Context: an optimization exercise on an open-source flow, tuned for small area. The choices shown serve that exercise and are no tape-out recipe.
Only simulation tests tie the RTL to the original design; equivalence was not proved.
Power figures rest on the tool's default switching activity, not on a simulated workload.

v6:
Design brain_m, start of the top module:
module brain_m(clk, rst, distance, mode, start, E, color, OE, shape);
	input clk, rst, mode, start, E;
	input [6:0] distance;
	output color, OE;
	output [4:0] shape;
	wire [6:0] wnext, dsc_flat, th;
	wire [1:0] acat_flat;
	wire [4:0] dot, rAddr;
	wire colr1, hit;
	wire [19:0] v;
	sensory_neuron s(clk, rst, distance, start, wnext);
	direction_ganglion d(clk, rst, wnext, start, acat_flat, dsc_flat, colr1);
	inter_neuron in(clk, rst, mode, dsc_flat, v);
	memory_neuron m(v, rAddr, hit, th, dot);
	intelligent_stimuli_comparison_unit iscu(clk, rst, E, acat_flat, dsc_flat, mode, hit, th, dot,
		colr1, color, OE, shape, rAddr);
endmodule
==> flow/config.mk <==
export PLATFORM = sky130hd
export DESIGN_NAME = brain_m
export DESIGN_NICKNAME = brain_m
export VERILOG_FILES = /design/flow/design.v
export SDC_FILE = /design/flow/constraint.sdc
export NUM_CORES = 4
export LEC_CHECK = 0
export CAP_MARGIN = 0
export CORE_MARGIN = 2
export CORE_UTILIZATION = 60
export CTS_BUF_LIST = sky130_fd_sc_hd__clkbuf_2 sky130_fd_sc_hd__clkbuf_4 sky130_fd_sc_hd__clkbuf_8
export CTS_CLUSTER_DIAMETER = 60
export CTS_CLUSTER_SIZE = 20
export PLACE_DENSITY = 0.7
export SLEW_MARGIN = 0
==> flow/constraint.sdc <==
create_clock -name core_clock -period 10.0 [get_ports {clk}]
set_input_delay 2.0000 -clock core_clock [delete_from_list [all_inputs] [get_ports {clk}]]
set_output_delay 2.0000 -clock core_clock [all_outputs]
set_load 0.01 [all_outputs]
standard.sh (not shown) runs the stock make flow with config.mk's settings and CLKGATE_MAP_FILE= SYNTH_SCRIPT=/design/flow/synth_recipe.tcl, a recipe that flattens the netlist after the stock synthesis.
==> flow/flow/run.sh <==
#!/bin/bash
# Layout flow: the standard flow (standard.sh) with two changes.
# 1. Synthesis is the standard flow's synthesis script with the ABC step given an
#    area-oriented script (flow/area.abc) and without the adder-cell mapping.
#    Registers, their names and their cell types are those of the standard
#    synthesis; only the combinational mapping differs.
# 2. Ports are buffered with sky130_fd_sc_hd__buf_1.
# 3. Clock tree synthesis does not add dummy clock loads.
# Each tool's full output stays in the ORFS logs folder (orfs/logs/...); the
# make output of each step is written to a log file here.
set -euo pipefail
HERE=$(pwd)
MAKECMD=$(grep '^make ' standard.sh)
MAKECMD=$(echo "$MAKECMD" | sed -E "s#SYNTH_SCRIPT=[^ ]+#SYNTH_SCRIPT=$HERE/flow/area_synth.tcl ADDER_MAP_FILE=#; s#\"\\\$\{@:-finish\}\"#synth#")
echo "$MAKECMD" > synth_cmd.log
export MY_ABC_SCRIPT=$HERE/flow/area.abc
eval "$MAKECMD" > synth_make.log 2>&1
export BUFFER_PORTS_ARGS="-buffer_cell sky130_fd_sc_hd__buf_1"
export CTS_ARGS="-sink_clustering_enable -repair_clock_nets -sink_clustering_size 30 -sink_clustering_max_diameter 70 -buf_list {sky130_fd_sc_hd__clkbuf_16} -dont_use_dummy_load"
bash standard.sh > standard_make.log 2>&1
==> flow/flow/area.abc <==
strash
ifraig
dc2
dc2
dch -f
amap
strash
ifraig
dc2
dc2
dch -f
amap
topo
stime -c
==> flow/flow/area_synth.tcl <==
proc synth {args} { yosys synth -nofsm -noshare {*}$args }
proc abc {args} {
  set i [lsearch -exact $args -script]
  if {$i >= 0} { lset args [expr {$i + 1}] $::env(MY_ABC_SCRIPT) }
  yosys abc {*}$args
}
source $::env(SCRIPTS_DIR)/synth.tcl
# left out here: clear keep_hierarchy, flatten, clean up, hide names made inside functions, write 1_2_yosys.v
Input-level comparison between v7 and v6:
--- a/flow/flow/run.sh
+++ b/flow/flow/run.sh
@@ -19 +19 @@
-export CTS_ARGS="-sink_clustering_enable -repair_clock_nets -sink_clustering_size 30 -sink_clustering_max_diameter 70 -buf_list {sky130_fd_sc_hd__clkbuf_16} -dont_use_dummy_load"
+export CTS_ARGS="-sink_clustering_enable -repair_clock_nets -sink_clustering_size 20 -sink_clustering_max_diameter 55 -buf_list {sky130_fd_sc_hd__clkbuf_2 sky130_fd_sc_hd__clkbuf_4 sky130_fd_sc_hd__clkbuf_8} -dont_use_dummy_load"
### Flow results
Between v7 and v6, the non-clock buffering overhead in the final layout does not differ in any meaningful way.
Sort v7 and v6 by core utilization, ascending, and v7 comes first.
Result for v7 and v6: all clean
Area growth from synthesis to final layout, v7 and v6: lower on v7
Diff v6 -> v7: total power went down; proportion of power drawn by combinational gates shows an increase of 0.4 points; routed metal-1 wire length climbed 0.75%; maximum frequency from static timing analysis rose by 0.0029 GHz; wire length on met3 moved up.

## port drivers added, routing unchanged
The flow's constraints put no driver on any port. The routed layouts listed below were extracted and timed again, unchanged, in two steps. Step 1 sets driving cells, clkbuf_16 on the clock port and buf_2 on the other inputs (assumed; they add their load-dependent delay and slew). Step 2, shift: input delay + t, output delay - t, t = (earliest + latest rising clock arrival at the registers) / 2. This alone moves slack from input paths to output paths. Three values: no drivers, after step 1, after step 2; two values: the first two.
run	t (ns)	slack for setup (ns)	slew at the worst register clock pin (ns)
v6	0.526	3.878 / 3.906 / 3.380	0.11 / 0.11
v7	0.595	3.984 / 4.006 / 3.411	0.11 / 0.11
After both steps setup and hold are still met in every run listed. The setup slack of v7, which loses most, moves by +0.022 ns with the drivers and by -0.573 ns with both steps.
